This design comes from an exercise in tuning for small area, a short achievable clock period and few clock cycles on the open sky130 flow, not from production work.
In this exercise RTL edits were held to simulation tests only and were not proved equivalent to the original.

## flow/config.mk

```make
export PLATFORM = sky130hd
export DESIGN_NAME = van_der_pol_simple
export DESIGN_NICKNAME = van_der_pol_simple
export VERILOG_FILES = /design/flow/design.v
export SDC_FILE = /design/flow/constraint.sdc
export NUM_CORES = 4
export LEC_CHECK = 0
export CAP_MARGIN = 20
export CORE_MARGIN = 2
export CORE_UTILIZATION = 40
export SLEW_MARGIN = 20
```

## flow/constraint.sdc

```tcl
create_clock -name core_clock -period 40.0 [get_ports {clk}]
set_input_delay 8.0000 -clock core_clock [delete_from_list [all_inputs] [get_ports {clk}]]
set_output_delay 8.0000 -clock core_clock [all_outputs]
set_load 0.01 [all_outputs]
```

## flow/design.v

```verilog
`timescale 1ns / 1ps
module van_der_pol_simple(
    input wire clk,
    input wire rst,
    input wire start,
    input wire [31:0] x_init,
    input wire [31:0] u_init,
    input wire [31:0] dt,
    input wire [31:0] mu,
    input wire [31:0] t_max,
    output reg [31:0] x_out,
    output reg [31:0] u_out,
    output reg [31:0] t_out,
    output reg done,
    output reg valid
);
    localparam FRAC_BITS = 16;
    localparam ONE = 32'h00010000;
    localparam IDLE = 2'd0;
    localparam COMPUTE = 2'd1;
    localparam DONE_STATE = 2'd2;
    reg [1:0] state;
    reg [31:0] x, u, t;
    wire signed [63:0] x_sq_full;
    wire signed [31:0] x_squared;
    wire signed [31:0] one_minus_x_sq;
    wire signed [63:0] damping_full;
    wire signed [31:0] damping_term;
    wire signed [63:0] du_dt_full;
    wire signed [31:0] du_dt;
    wire signed [63:0] dx_dt_scaled;
    wire signed [63:0] du_dt_scaled;
    assign x_sq_full = $signed(x) * $signed(x);
    assign x_squared = x_sq_full[47:16];   
    assign one_minus_x_sq = ONE - x_squared;
    assign damping_full = $signed(mu) * $signed(one_minus_x_sq);
    assign damping_term = damping_full[47:16];
    assign du_dt_full = $signed(damping_term) * $signed(u);
    assign du_dt = du_dt_full[47:16] - x;
    assign dx_dt_scaled = $signed(u) * $signed(dt);
    assign du_dt_scaled = $signed(du_dt) * $signed(dt);
    always @(posedge clk or posedge rst) begin
        if (rst) begin
            state <= IDLE;
            x <= 0;
            u <= 0;
            t <= 0;
            x_out <= 0;
            u_out <= 0;
            t_out <= 0;
            done <= 0;
            valid <= 0;
        end
        else begin
            case (state)
                IDLE: begin
                    valid <= 0;
                    done <= 0;
                    if (start) begin
                        x <= x_init;
                        u <= u_init;
                        t <= 0;
                        state <= COMPUTE;
                    end
                end
                COMPUTE: begin
                    if (t < t_max) begin
                        x <= x + dx_dt_scaled[47:16];
                        u <= u + du_dt_scaled[47:16];
                        t <= t + dt;
                        x_out <= x;
                        u_out <= u;
                        t_out <= t;
                        valid <= 1;
                    end
                    else begin
                        state <= DONE_STATE;
                        done <= 1;
                        valid <= 1;
                        x_out <= x;
                        u_out <= u;
                        t_out <= t;
                    end
                end
                DONE_STATE: begin
                    valid <= 1;
                    done <= 1;
                end
                default: state <= IDLE;
            endcase
        end
    end
endmodule
```

## flow/run.sh

```bash
#!/bin/bash
# synth_recipe.tcl (not shown) runs the flow's synth.tcl, then flattens the netlist and writes it again
# the make line also repeats each setting of config.mk as NAME=value (left out here)
make -C /OpenROAD-flow-scripts/flow DESIGN_CONFIG=/design/flow/config.mk WORK_HOME=/design/flow/orfs CLKGATE_MAP_FILE= SYNTH_SCRIPT=/design/flow/synth_recipe.tcl finish
```

==> run notes <==
Worst-Skew Late Latency 610 ps; Synth Register Bits 196; WP buf/inv 20; Vias 109,584; total wire length 484,000 microns; DR pass1 iterations 5; total congestion overflow 0; Pins Over Slew Limit 0; DRT iter0 DRCs 7,590; setup_tns 0 ps; Routed Antenna Nets 0; initial antenna violation count 29; placed wire-length estimate 388,000 microns; Most used DFF post-synth dfrtp_1; nets 21,608; Worst Setup End Kind flop; layout cells sized above 1 0.0436; crit-path leading delay family adder cells; CP startpoint x[20]$_DFFE_PP0P_; Synth Cell Area 153,000 sq um; CP max-delay cell dfrtp_1; Tmin final 38,040 ps; clock sink count 196; post-route insts no fill 21,394; fmax 26.3 MHz; gr usage total 0.257; Cells after Synth 16,570; Bufs on Longest Clock Path 3; EDFF count, synth 0; dpl cells 21,327; multi-input logic area 130,000 sq um; Via density 5.12; Crit Path Max Fanout 16; DRC Markers 0; Arr. time, crit path 38,480 ps; critical path's largest stage delay 830 ps; slew margin rel. 0.219; CP Launch Type flop; Die Y 622 microns; Crit Reg-Reg Startpoint x[20]$_DFFE_PP0P_; gpl congestion 0.971; Slew @ Worst Pin 1160 ps; CTS Hold Buffers Added 0; CTS Root Cell clkbuf_16; Die W 622 microns; Yosys cell types 99; skew final 55.0 ps; final hold violations 0; site row count 227; Reg area 4940 sq um; period utilisation layout 0.951; async set-or-reset flop fraction in the synthesized netlist 1.00; H-tree depth 4; Final Cell Area 163,000 sq um; starting density of the core 0.401; Critical Path Most Common Cell fa_1; total CTS buffers 25; # fillers 37,460; DP Area 162,000 sq um; Hold Crit Class reg2reg; Avg Inst Size Synth 9.23 sq um; Clock transition at path regs 80 ps; post-DR wirelength/cell 22.6 microns; vias in the first global route 119,689; I/O pin total 261; data required time of the critical path 40,440 ps; Layout area overhead 6.46%; Mapped Nets 21,842; yosys warns 1; CTS tree done; hold_sp u_out[6]$_DFFE_PP0P_; status timing/DRC/antenna clean; first-pass GRT wire length 748,000 microns; endpoints failing setup 0; sequential element share of the synthesized area 0.0321; Worst Setup Path Type reg2reg; RSZ-0062 raised after global routing false; Max Cap Violations 0; die area 387,000 sq um; port buffer count 260; largest net degree at the start of global routing 72; Min Hold Slack 510 ps; CORE AREA 381,000 sq um
cell usage in the layout (no fill, tap or decap), types with 52 or more instances in the layout:
master / instances
buf_4: 337
and3_1: 62
nor2_1: 418
nor2b_1: 233
nand3_1: 52
and2_1: 1420
nor3_1: 84
ha_1: 971
a21o_1: 94
o21a_1: 56
nand2_1: 2308
inv_1: 4251
xnor2_1: 275
a21oi_1: 194
dfrtp_1: 165
mux2_2: 102
nand2b_1: 104
clkdlybuf4s50_1: 228
o21ai_0: 147
xor2_1: 69
fa_1: 4135
through the flow:
step           setup WS (ps)   util
2_1_floorplan           6040      -
4_1_cts                  550  0.426
3_3_place_gp             790  0.424
5_1_grt                 1.78  0.427
6_report                1960  0.427
3_5_place_dp             655  0.424
cell usage after synthesis, drive strengths merged, types with 62 or more instances:
cell	instances	area share
nand2b	104	0.0043
dfrtp	196	0.032
fa	4135	0.54
nor2b	234	0.0096
ha	974	0.080
inv	4267	0.10
nor3	86	0.0028
xnor2	322	0.019
nor2	429	0.011
a21oi	201	0.0067
o21ai	156	0.0052
and2	1421	0.058
clkbuf	844	0.021
and3	62	0.0025
nand2	2308	0.057
xor2	91	0.0052
mux2	102	0.0075
a21o	95	0.0047
per-layer routing:
| metal | global-route usage | wire [microns] |
|---|---|---|
| met1 | 0.342 | 196000 |
| met2 | 0.419 | 225000 |
| met4 | 0.0991 | 23100 |
| met3 | 0.0446 | 38900 |
| met5 | 0 | 107 |
sequential cells by signal, summed over array words and instances (netlist names):
name and flops:
t_out 32, valid 1, x 32, x_out 32, u 32, done 1, state 2, t 32
u_out 32
final timing paths:
path,to,slack (ps),cells after the start
min in group asynchronous,t[27]$_DFFE_PP0P_,7840,2
min reg2reg,u_out[6]$_DFFE_PP0P_,510,1
max reg2reg,u[31]$_DFFE_PP0P_,1960,134
max,u[31]$_DFFE_PP0P_,1960,134
min,u_out[6]$_DFFE_PP0P_,510,1
max in group asynchronous,u[3]$_DFFE_PP0P_,30190,4
logic make-up (layout without fill, tap and decap cells):
| kind of cell | count (synthesis) | in the layout | synth area share |
|---|---|---|---|
| muxes | 137 | 137 | 0.00981 |
| other | 0 | 14 | 0 |
| adders and majority gates | 5109 | 5109 | 0.621 |
| buffers and inverters | 5138 | 4909 | 0.126 |
| DFF | 196 | 196 | 0.0321 |
| and+or+nand+nor | 4804 | 4804 | 0.151 |
| AOI/OAI and AO/OA | 757 | 757 | 0.0331 |
| xor gates and xnor gates | 429 | 430 | 0.0262 |
worst register-to-register path: cells and delay by family, from the launching register on:
family | cells | cell delay (ps)
adder cells (fa/ha/maj) | 38 | 18130
AO/OA/AOI/OAI | 45 | 9860
buffers and inverters | 20 | 1680
flip-flops | 1 | 830
XOR/XNOR | 7 | 1670
AND/OR/NAND/NOR | 24 | 5720
repair_timing:
| item | CTS | global route |
|---|---|---|
| setup buffers | 0 | 18 |
| endpoints found under the setup margin | 0 | 13 |
| resized for setup | 0 | 33 |
cell type report:
cell class,count,area share
antenna,14,0.000215
clock buffer,30,0.00421
clock inverter,3,0.000400
inverter,4274,0.0988
multi-input combinational,11237,0.796
sequential,196,0.0304
tap,5038,0.0387
timing repair buffer,602,0.0311
Testbench counts, summed over its fixed seeds: cycles 21,157.

==> re-timing with driven ports <==
The results above use ideal ports. As a check the final layout listed here was re-extracted and re-timed, cells and wires unchanged.
Step 1, drivers: a clkbuf_16 drives clk and a buf_2 each remaining input, both assumed.
Step 2 moves the port delays by t, midway between the first and last clock arrival at a register: inputs arrive t later, outputs are due t later. That takes back most of the time a late clock gives input paths.
Three values: ideal ports, drivers, drivers and shift; two values: the first two.
t, ns: 0.647
setup WS [ns]: 1.963 / 1.963 / 1.963
worst setup path at the end: register to register
worst register clock-pin slew, ns: 0.10 / 0.10
pins driven straight from the clock port: 1
After both steps setup and hold are still met in this run. The setup slack of this run moves by 0.000 ns with the drivers and by 0.000 ns with both steps.
